Source: an optimization exercise on an open RTL-to-GDS flow (aim: a short achievable clock period and few clock cycles). Production flows keep margins and buffers that such runs may drop. The RTL was checked by simulation tests, not by an equivalence proof against the original design. Power figures rest on the tool's default switching activity, not on a simulated workload.

## flow/design.v

```verilog
module alu (
  input  [31:0] a,
  input  [31:0] b,
  input  [4:0]  sh,
  input         sub,       
  input         usec,      
  input         cflag,
  input  [1:0]  lop,       
  output [31:0] result,
  output        cout);
  wire [31:0] op2 = b << sh;
  wire [31:0] b2 = sub ? ~op2 : op2;
  wire        cin = usec ? cflag : sub;
  wire [32:0] sum = {1'b0, a} + {1'b0, b2} + {32'b0, cin};
  reg  [31:0] lres;
  always @(*)
    case (lop)
      2'd1: lres = a & op2;
      2'd2: lres = a ^ op2;
      default: lres = a | op2;
    endcase
  assign result = (lop == 2'd0) ? sum[31:0] : lres;
  assign cout = sub ? ~sum[32] : sum[32];
endmodule
module decode (
  input  [31:0] inst,
  output        isbr,
  output        isld,
  output        isst,
  output        use_rn,
  output        use_rm,
  output        use_rd,      
  output        wreg,        
  output [3:0]  wrd,
  output        setf,        
  output        setc,        
  output        sub,
  output        usec,
  output [1:0]  lop,
  output        zeroa,       
  output        useimm,
  output [31:0] imm);
  wire       b27 = inst[27];
  wire       b26 = inst[26];
  wire       i   = inst[25];
  wire [3:0] op  = inst[24:21];
  wire       s   = inst[20];
  wire       isdp = ~b27 & ~b26;
  wire       ismem = ~b27 & b26;
  assign isbr = b27;
  assign isld = ismem & inst[20];
  assign isst = ismem & ~inst[20];
  wire is_mov = (op == 4'd13);
  wire is_cmp = (op == 4'd10);
  wire is_and = (op == 4'd0);
  wire is_eor = (op == 4'd1);
  wire is_orr = (op == 4'd12);
  wire is_add = (op == 4'd4);
  wire is_adc = (op == 4'd5);
  wire is_sbc = (op == 4'd6);
  wire logic_op = is_and | is_eor | is_orr;
  assign use_rn = ismem | (isdp & ~is_mov);
  assign use_rm = (isdp & ~i) | (ismem & i);
  assign use_rd = isst;
  assign wreg = (isdp & ~is_cmp) | isld | (b27 & inst[24]);
  assign wrd = b27 ? 4'd14 : inst[15:12];
  assign setf = isdp & (s | is_cmp);
  assign setc = isdp & (s | is_cmp) & ~logic_op;
  assign sub = ismem ? ~inst[23] : (isdp & ~(is_add | is_adc | is_mov));
  assign usec = isdp & (is_adc | is_sbc);
  assign lop = ~isdp ? 2'd0 : is_and ? 2'd1 : is_eor ? 2'd2 : is_orr ? 2'd3 : 2'd0;
  assign zeroa = isdp & is_mov;
  assign useimm = b27 | (isdp & i) | (ismem & ~i);
  assign imm = b27 ? 32'd0 : isdp ? {{24{inst[7]}}, inst[7:0]} : {20'd0, inst[11:0]};
endmodule
module armreduced(
  input clk,
  input reset,
  output [31:0] pc,
  input [31:0] inst,
  input nIRQ,
  output [3:0] be,
  output [31:0] memaddr,
  output memwrite,
  output memread,
  output [31:0] writedata,
  input [31:0] readdata);
  reg [31:2] pcf;
  reg [32*15-1:0] rf;           
  reg zf, cf;
  reg        e_valid, e_br, e_ld, e_st, e_wreg, e_setf, e_setc, e_sub, e_usec, e_pt;
  reg [1:0]  e_lop;
  reg [3:0]  e_cond, e_rd;
  reg [4:0]  e_sh;
  reg [31:0] e_a, e_b, e_s;
  reg [31:2] e_tgt;
  reg        e_fa, e_fb, e_fs, e_fsl;
  reg        m_wen, m_ld, m_st, m_setz;
  reg [3:0]  m_rd;
  reg [31:0] m_res, m_sd;
  assign be = 4'b1111;
  assign memaddr = m_res;
  assign memwrite = m_st;
  assign memread = m_ld;
  assign writedata = m_sd;
  assign pc = {pcf, 2'b00};
  wire [31:0] wdata = m_ld ? readdata : m_res;
  wire zeff = m_setz ? (m_res == 32'd0) : zf;
  wire f_br, f_ld, f_st, f_urn, f_urm, f_urd, f_wreg, f_setf, f_setc, f_sub, f_usec, f_zeroa, f_useimm;
  wire [1:0] f_lop;
  wire [3:0] f_wrd;
  wire [31:0] f_imm;
  decode dec (.inst(inst), .isbr(f_br), .isld(f_ld), .isst(f_st), .use_rn(f_urn), .use_rm(f_urm),
    .use_rd(f_urd), .wreg(f_wreg), .wrd(f_wrd), .setf(f_setf), .setc(f_setc), .sub(f_sub),
    .usec(f_usec), .lop(f_lop), .zeroa(f_zeroa), .useimm(f_useimm), .imm(f_imm));
  wire [3:0] rn = inst[19:16];
  wire [3:0] rm = inst[3:0];
  wire [3:0] rd = inst[15:12];
  wire [31:2] pc4 = pcf + 30'd1;
  wire [31:2] pc8 = pcf + 30'd2;
  wire [31:0] vn = (rn == 4'd15) ? {pc8, 2'b00} : (m_wen && m_rd == rn) ? wdata : rf[rn*32 +: 32];
  wire [31:0] vm = (rm == 4'd15) ? {pc8, 2'b00} : (m_wen && m_rd == rm) ? wdata : rf[rm*32 +: 32];
  wire [31:0] vd = (rd == 4'd15) ? {pc8, 2'b00} : (m_wen && m_rd == rd) ? wdata : rf[rd*32 +: 32];
  wire e_w = e_valid & e_wreg;
  wire hit_n = e_w & (e_rd == rn);
  wire hit_m = e_w & (e_rd == rm);
  wire hit_d = e_w & (e_rd == rd);
  wire stall = e_valid & e_ld & ((f_urn & hit_n) | (f_urm & hit_m));
  wire zpred = (e_valid & e_setf) ? 1'b0 : zeff;
  wire f_cok = (inst[31:29] == 3'b111) | (inst[28] ^ zpred);
  wire f_taken = f_br & f_cok;
  wire [31:2] f_tgt = pc8 + {{6{inst[23]}}, inst[23:0]};
  wire e_cok = (e_cond[3:1] == 3'b111) | (e_cond[0] ^ zeff);
  wire e_exec = e_valid & e_cok;
  wire redirect = e_valid & e_br & (e_cok != e_pt);
  wire [31:2] rtgt = e_cok ? e_tgt : e_a[31:2];
  wire [31:0] ea = (e_fa & m_wen) ? m_res : e_a;
  wire [31:0] eb = (e_fb & m_wen) ? m_res : e_b;
  wire [31:0] es = (e_fs & m_wen) ? wdata : e_s;
  wire [31:0] alu_res;
  wire        alu_c;
  alu ex (.a(ea), .b(eb), .sh(e_sh), .sub(e_sub), .usec(e_usec), .cflag(cf), .lop(e_lop),
    .result(alu_res), .cout(alu_c));
  integer k;
  always @(posedge clk) begin
    if (reset) begin
      pcf <= 30'd0;
      rf <= {(32*15){1'b0}};
      zf <= 1'b0;
      cf <= 1'b0;
      e_valid <= 1'b0;
      m_wen <= 1'b0;
      m_ld <= 1'b0;
      m_st <= 1'b0;
      m_setz <= 1'b0;
    end else begin
      if (m_wen)
        for (k = 0; k < 15; k = k + 1)
          if (m_rd == k) rf[k*32 +: 32] <= wdata;
      zf <= zeff;
      if (e_exec & e_setc) cf <= alu_c;
      m_wen <= e_exec & e_wreg;
      m_ld <= e_exec & e_ld;
      m_st <= e_exec & e_st;
      m_setz <= e_exec & e_setf;
      e_valid <= ~redirect & ~stall;
      if (redirect) pcf <= rtgt;
      else if (stall) pcf <= pcf;
      else if (f_taken) pcf <= f_tgt;
      else pcf <= pc4;
    end
    m_rd <= e_rd;
    m_res <= alu_res;
    m_sd <= es;
    e_br <= f_br;
    e_ld <= f_ld;
    e_st <= f_st;
    e_wreg <= f_wreg;
    e_setf <= f_setf;
    e_setc <= f_setc;
    e_sub <= f_sub;
    e_usec <= f_usec;
    e_lop <= f_lop;
    e_pt <= f_taken;
    e_cond <= inst[31:28];
    e_rd <= f_wrd;
    e_sh <= f_useimm ? 5'd0 : inst[11:7];
    e_a <= f_br ? {pc4, 2'b00} : f_zeroa ? 32'd0 : vn;
    e_b <= f_useimm ? f_imm : vm;
    e_s <= vd;
    e_tgt <= f_tgt;
    e_fa <= hit_n & ~f_br & ~f_zeroa;
    e_fb <= hit_m & ~f_useimm;
    e_fs <= hit_d;
  end
endmodule
```

## flow/flow/run.sh

```bash
#!/bin/bash
# Standard ORFS layout, with timing repair asked to leave extra setup margin
# so that it optimises the paths beyond what the 12 ns clock requires.
set -euo pipefail
bash standard.sh SETUP_SLACK_MARGIN=8 finish > standard.log 2>&1
```

## flow/standard.sh

```bash
#!/bin/bash
# synth_recipe.tcl (not shown) runs the flow's synth.tcl, then flattens the netlist and writes it again
# the make line also repeats each setting of config.mk as NAME=value (left out here)
make -C /OpenROAD-flow-scripts/flow DESIGN_CONFIG=/design/flow/config.mk WORK_HOME=/design/flow/orfs CLKGATE_MAP_FILE= SYNTH_SCRIPT=/design/flow/synth_recipe.tcl "${@:-finish}"
```

## flow/config.mk

```make
export PLATFORM = sky130hd
export DESIGN_NAME = armreduced
export DESIGN_NICKNAME = armreduced
export VERILOG_FILES = /design/flow/design.v
export SDC_FILE = /design/flow/constraint.sdc
export NUM_CORES = 4
export LEC_CHECK = 0
export CAP_MARGIN = 20
export CORE_MARGIN = 2
export CORE_UTILIZATION = 40
export SLEW_MARGIN = 20
```

## flow/constraint.sdc

```tcl
create_clock -name core_clock -period 12.0 [get_ports {clk}]
set_input_delay 2.4000 -clock core_clock [delete_from_list [all_inputs] [get_ports {clk}]]
set_output_delay 2.4000 -clock core_clock [all_outputs]
set_load 0.01 [all_outputs]
```

==> results.json, run 1 <==
{
  "status": "no timing/DRC/antenna violations",
  "reg2reg_depth": 23,
  "final_area_sq_mm": 0.0591,
  "grt_pass1_vias": 39926,
  "hpwl_mm": 116,
  "worstMarginPinSlew_ns": 1.13,
  "synth.distinct_cells": 80,
  "synth_edf_count": 0,
  "syn-instance-count": 4799,
  "placed_cell_area_sq_mm": 0.0492,
  "ant_nets": 0,
  "reg2reg_to": "m_res[25]",
  "finClkSkew_ns": 0.0315,
  "place.gp.congestion": 0.991,
  "clockBufferDepth": 3,
  "hold_buffers": 0,
  "die_w_um": 344,
  "syn_avg_cell_area_sq_um": 9.66,
  "vias": 42972,
  "drt_iter0_markers": 5841,
  "first_pass_iters": 8,
  "cap_violations": 0,
  "start_util_pct": 40.4,
  "layout_commonest_cell": "dfxtp_1",
  "cts_tree": "done",
  "placement_rows": 124,
  "rsz0062_at_grt": "yes",
  "ios": 169,
  "min_period_ns": 4.47,
  "reg2reg_from": "m_wen",
  "grt.met2_usage_pct": 48.2,
  "setup_viol": 0,
  "report.power.total_mw": 7.74,
  "antenna_found_initial": 13,
  "critPathMaxFanout": 7,
  "worst_ir_drop_vdd_v": 0.000103,
  "path_clk_slew_ns": 0.06,
  "layout_common_cells": "dfxtp_1 (675), nor2_1 (625), a211oi_1 (513)",
  "crit_required_ns": 12.56,
  "timing.final.crit_share_pct": 37.2,
  "met1_usage_pct": 42.6,
  "max_freq_mhz": 224,
  "hp-class": "register to register",
  "cp-end-kind": "register",
  "synth_top_flop_cell": "dfxtp_1",
  "area_growth_pct": 27.6,
  "cts_made_buffers": 90,
  "report.final.hold_viol_count": 0,
  "grt-busiest-layer": "met2",
  "ys_ff_latch": 738,
  "p_per_area_mw_per_mm2": 131,
  "syn_area_sq_mm": 0.0463,
  "post_drt_via_cell_ratio": 6.51,
  "leakage_nw": 21.4,
  "drc": 0,
  "arrival_ns": 5.03,
  "max_slew_margin_pct": 24.2,
  "grt-ovfl-total": 0,
  "timing.critical_path.to": "m_res[25]",
  "final_util_pct": 51.6,
  "cts.sinks": 738,
  "rrSetupSlack_ns": 7.53,
  "synth-async-reset-ratio_pct": 0,
  "startpoint_type": "register",
  "die_area_sq_mm": 0.119,
  "yosysWarnings": 2,
  "coreArea_sq_mm": 0.115,
  "cp-startpoint": "m_wen",
  "report.final.slew_viol_count": 0,
  "final_nets": 5206,
  "grt_first_pass_wirelength_mm": 280,
  "yosysSeqAreaShare_pct": 31.9,
  "die_h_um": 344,
  "clkLatencyLatePin_ns": 0.70,
  "htreeDepth": 3,
  "setup_tns_ns": 0,
  "wirelength_mm": 200,
  "portBuffers": 161,
  "worstSetupPathType": "register to register",
  "wl_per_cell_um": 30.4,
  "grtUsageTotal_pct": 32.2,
  "drive_above_1_share_pct": 28.7,
  "grt_max_degree": 146,
  "cts_root_buf": "clkbuf_16",
  "globalRouteMet3Util_pct": 8.13
}
## power by group
part,switching (mW),internal [mW],total [mW]
Clock,1.22,1.82,3.04
Sequential,0.212,2.59,2.80
Combinational,1.13,0.768,1.90
## per-stage QoR
stage | hold WS (ns) | worst slack (ns) | instances
3_5_place_dp | 0.422 | 5.85 | 6115
4_1_cts | 0.433 | 7.56 | 6499
6_report | 0.439 | 7.53 | 6600
2_1_floorplan | 0.396 | 7.25 | 4803
3_3_place_gp | 0.421 | 5.92 | 6115
5_1_grt | 0.440 | 7.46 | 6598
## cell families (layout without fill, tap and decap cells)
logic type / Yosys count / count (layout) / synth area share (%)
compound gates: 1178 / 1178 / 17.2
simple gates: 1176 / 1180 / 10.8
mux: 825 / 825 / 28.3
flops: 738 / 738 / 31.9
buf+inv: 586 / 864 / 5.04
xor+xnor: 162 / 162 / 3.11
fa+ha+maj: 132 / 132 / 3.61
other cells: 2 / 9 / 0.0162
## metal layers
metal | wire, um | vias up
met3 | 25800 | 693
met5 | 48 | -
li1 | - | 18457
met2 | 86000 | 2944
met4 | 12700 | 8
met1 | 76000 | 20870
## state kept, by name, indices dropped and copies added (netlist names), 2 cells and up
name and flops:
e_rd 4, e_s 32, e_sh 5, e_lop 2, rf 480, pcf 30, e_cond 4, e_tgt 30
e_b 32, e_a 32, m_rd 4, m_sd 32, m_res 32
## worst min-delay path by stage
stage | slack (ns) | start | to | cells after the start
global placement | 0.42 | e_rd[1] | m_rd[1] | 0
finish | 0.44 | e_rd[1] | m_rd[1] | 0
global route | 0.44 | e_rd[1] | m_rd[1] | 0
floorplan | 0.40 | e_rd[0] | m_rd[0] | 0
detailed placement | 0.42 | e_rd[1] | m_rd[1] | 0
CTS | 0.43 | e_rd[1] | m_rd[1] | 0
## worst max-delay path, stage by stage (launching register included)
cell and delay [ns]:
dfxtp_4 0.43, buf_12 0.13, nand2_8 0.08, mux2i_2 0.17, mux2i_1 0.25, mux2i_1 0.15, buf_4 0.18, mux2i_2 0.17
inv_1 0.06, mux2_4 0.30, nor2_4 0.11, xor2_1 0.17, ha_1 0.32, buf_4 0.17, buf_4 0.14, nand2_4 0.08
o21ai_2 0.06, a21oi_2 0.15, o21a_1 0.22, a31oi_4 0.14, or4_4 0.45, a31oi_4 0.18, xnor2_1 0.13, o21ai_0 0.07
## cell type report
class | count | area (sq um)
fill | 10061 | 55500
tap | 1512 | 1890
antenna | 3 | 7.51
inverter | 109 | 413
clock buffer | 125 | 2620
sequential | 738 | 15000
multi-input combinational | 3483 | 31600
timing repair buffer | 585 | 6950
clock inverter | 45 | 663
## cells in the mapped netlist (5+ instances only)
master	n	area, sq um
nor2_1	663	2490
and4_1	7	61.3
o31ai_1	25	188
a211o_1	11	96.3
nor3_1	24	120
xor2_1	79	692
nand3_1	45	225
o21a_1	11	82.6
a31oi_1	18	113
or2_2	7	43.8
o21bai_1	14	105
nand2b_1	12	75.1
ha_1	129	1610
o221ai_1	20	175
a41oi_1	5	43.8
a21o_1	17	128
dfxtp_1	738	14800
a221oi_1	40	350
a21oi_1	170	851
buf_2	59	295
nor2b_1	38	238
mux2i_1	384	3840
mux2_2	57	642
buf_4	12	90.1
and3_1	15	93.8
a211oi_1	529	3970
nor4_1	17	106
nand4_1	27	169
clkbuf_1	349	1310
and2_1	7	43.8
a21boi_0	7	52.6
xnor2_1	80	701
o22ai_1	10	62.6
nand2_1	286	1070
o211ai_1	36	270
inv_1	109	409
nand3b_1	6	45.0
a22oi_1	6	45.0
mux4_2	384	8650
buf_1	54	203
o21ai_0	225	1130
## repair_timing
action,in CTS,in global routing
gates cloned,41,14
buffers inserted,173,84
resized for setup,636,240
pin swaps,115,119
endpoints found under the setup margin,323,199
Testbench counts, summed over its fixed seeds: cycles 35,682.
==> run 2: changes to the inputs <==
==> flow/run.sh (new file) <==
#!/bin/bash
# synth_recipe.tcl (not shown) runs the flow's synth.tcl, then flattens the netlist and writes it again
# the make line also repeats each setting of config.mk as NAME=value (left out here)
make -C /OpenROAD-flow-scripts/flow DESIGN_CONFIG=/design/flow/config.mk WORK_HOME=/design/flow/orfs CLKGATE_MAP_FILE= SYNTH_SCRIPT=/design/flow/synth_recipe.tcl finish
removed: flow/flow/run.sh
removed: flow/standard.sh
==> results.json, run 2 <==
{
  "die_h_um": 344,
  "wl_per_cell_um": 27.8,
  "die_w_um": 344,
  "yosys-top-cells-area": "dfxtp_1 (32%), mux4_2 (19%), a211oi_1 (8.6%), mux2i_1 (8.3%), nor2_1 (5.4%)",
  "cts_tree": "done",
  "cts_root_buf": "clkbuf_16",
  "post_drt_via_cell_ratio": 6.29,
  "leakage_nw": 18.3,
  "crit_chain": "nand2_2 > buf_4 > mux2i_1 > mux2i_1 > mux2i_1 > mux2i_1 > mux2i_1 > nor2_1 > xor2_1 > ha_1 > o211ai_1 > a21boi_0 > a31oi_1 > a31oi_2 > a21oi_1 > o31a_1 > o41ai_1 > xnor2_1 > a21oi_1",
  "hold_buffers": 0,
  "setup_tns_ns": 0,
  "crit_path_frequent_cell": "mux2i_1",
  "synth_commonest_cells": "dfxtp_1 (738), nor2_1 (663), a211oi_1 (529)",
  "worst_ir_drop_vdd_v": 0.0000969,
  "report.final.hold_viol_count": 0,
  "cp-end-kind": "register",
  "placement_rows": 124,
  "max_slew_margin_pct": 23.3,
  "grt_pass1_vias": 37161,
  "layout_commonest_cell": "dfxtp_1",
  "cts_made_buffers": 88,
  "ios": 169,
  "hpwl_mm": 113,
  "finClkSkew_ns": 0.0496,
  "ys_ff_latch": 738,
  "yosysSeqAreaShare_pct": 31.9,
  "crit_required_ns": 12.59,
  "worstSetupPathType": "register to register",
  "setup_viol": 0,
  "yosysMostFrequentCell": "dfxtp_1",
  "critical_path.top_delay_family": "compound AO/OA/AOI/OAI gates",
  "cts.sinks": 738,
  "grt-ovfl-total": 0,
  "arrival_ns": 6.71,
  "min_period_ns": 6.12,
  "top_register": "rf",
  "yosysWarnings": 2,
  "max_freq_mhz": 163,
  "layout_common_cells": "dfxtp_1 (733), nor2_1 (650), a211oi_1 (529)",
  "largest_register_ff_count": 480,
  "report.final.slew_viol_count": 0,
  "hp-class": "register to register",
  "drc": 0,
  "status": "no timing/DRC/antenna violations",
  "first_pass_iters": 6,
  "place_ws_ns": 5.65,
  "start_util_pct": 40.4,
  "drt_iter0_markers": 4615,
  "rsz0062_at_grt": "no",
  "max_stage_delay_ns": 0.62,
  "grt_first_pass_wirelength_mm": 254,
  "ant_nets": 0,
  "cts-resized-gates": 0,
  "synth_top_area_share_pct": 31.9,
  "fin_ws_ns": 5.88,
  "drive_above_1_share_pct": 16.2,
  "p_per_area_mw_per_mm2": 138,
  "vias": 39448,
  "cts_setup_buffers": 0,
  "critPathMaxFanout": 20,
  "final_nets": 4888,
  "place.gp.congestion": 1.03,
  "timing.final.crit_share_pct": 51.0,
  "synth.distinct_cells": 80,
  "worstMarginPinSlew_ns": 1.15,
  "antenna_found_initial": 5,
  "synth_top_flop_cell": "dfxtp_1",
  "synth-async-reset-ratio_pct": 0,
  "synth_area_leader_cell": "dfxtp_1",
  "clockBufferDepth": 3,
  "critPathSlowestCell": "o41ai_1",
  "wirelength_mm": 174,
  "syn_area_sq_mm": 0.0463,
  "syn-instance-count": 4799,
  "grtUsageTotal_pct": 28.8,
  "synth_edf_count": 0,
  "diodes": 0,
  "grt_max_degree": 192,
  "syn_avg_cell_area_sq_um": 9.66,
  "nFillCells": 10856,
  "coreArea_sq_mm": 0.115,
  "cap_violations": 0,
  "clkLatencyLatePin_ns": 0.71,
  "startpoint_type": "register",
  "path_clk_slew_ns": 0.06,
  "crit_buf_inv": 1,
  "area_growth_pct": 12.6,
  "portBuffers": 161,
  "die_area_sq_mm": 0.119,
  "htreeDepth": 3
}
[run 2: cell counts after synthesis]
No cell type changed its count.
[run 2: final timing paths]
| kind | startpoint | end | slack (ns) | cells past startpoint |
|---|---|---|---|---|
| min | e_rd[2] | m_rd[2] | 0.43 | 0 |
| max | m_wen | cf | 5.88 | 19 |
| max reg2reg | m_wen | cf | 5.88 | 19 |
| min reg2reg | e_rd[2] | m_rd[2] | 0.43 | 0 |
[run 2: area by class of cell]
class | instances | area (sq um) | area share, %
multi-input cells | 3479 | 29400 | 56.4
flip-flops and latches | 738 | 14800 | 28.3
clock buffers | 122 | 2520 | 4.83
repair buffers | 273 | 2500 | 4.80
well taps | 1512 | 1890 | 3.63
clock inverters | 41 | 618 | 1.18
inverters | 109 | 409 | 0.784
[run 2: report_power, final]
group / total (mW) / internal, mW / leakage, nW / switching (mW)
Clock: 2.92 / 1.74 / 1.54 / 1.18
Sequential: 2.75 / 2.57 / 5.99 / 0.186
Combinational: 1.50 / 0.550 / 10.7 / 0.955
[run 2: per-layer routing]
layer	global-route usage [%]	vias to the layer above	share of wire, %	wire [um]
met3	5.81	430	9.7	16900
li1	-	17733	-	-
met1	39.8	19267	42	72500
met2	43.8	2012	44	77200
met4	12.3	6	4.4	7620
met5	0	-	0.021	36
[run 2: cell families (layout without fill, tap and decap cells)]
group	after synthesis	after routing	share of synthesized area, %
AO/OA/AOI/OAI	1178	1178	17.2
XOR/XNOR	162	162	3.11
adder cells (fa/ha/maj)	132	132	3.61
buffers and inverters	586	545	5.04
flip-flops	738	738	31.9
multiplexers	825	825	28.3
other	2	6	0.0162
AND/OR/NAND/NOR	1176	1176	10.8
[run 2: through the flow]
| step | hold slack (ns) | area (sq um) | power [mW] | utilization [%] | cells |
|---|---|---|---|---|---|
| 3_3_place_gp | 0.423 | 49000 | 4.26 | 42.8 | 6111 |
| 4_1_cts | 0.435 | 52200 | 7.17 | 45.5 | 6274 |
| 5_1_grt | 0.444 | 52200 | 7.40 | 45.5 | 6274 |
| 3_5_place_dp | 0.421 | 49000 | 4.26 | 42.8 | 6111 |
| 6_report | 0.429 | 52200 | 7.18 | 45.5 | 6274 |
| 2_1_floorplan | 0.396 | 46400 | 3.61 | - | 4803 |

-- separate check: timing with driven ports --
Ports are ideal in the flow. The routed layouts listed here were re-timed in OpenROAD.
Step 1 sets driving cells, clkbuf_16 on the clock port and buf_2 on the other inputs (assumed; they add their load-dependent delay and slew).
Step 2 moves the port delays by t, midway between the first and last clock arrival at a register: inputs arrive t later, outputs are due t later. That takes back most of the time a late clock gives input paths.
Three values: no drivers, after step 1, after step 2; two values: the first two.
run | t (ns) | slack for setup (ns) | hold WS [ns] | clock arrival spread, ns | cell pins on the clock port's net
run 1 | 0.764 | 7.530 / 7.524 / 6.760 | 0.439 / 0.439 / 0.439 | 0.039 / 0.038 | 1
run 2 | 0.756 | 5.875 / 5.875 / 5.578 | 0.429 / 0.429 / 0.429 | 0.054 / 0.054 | 1
After both steps every run listed still meets setup and hold. For run 1, which loses most, drivers alone change the setup slack by -0.006 ns; drivers and shift together by -0.770 ns.
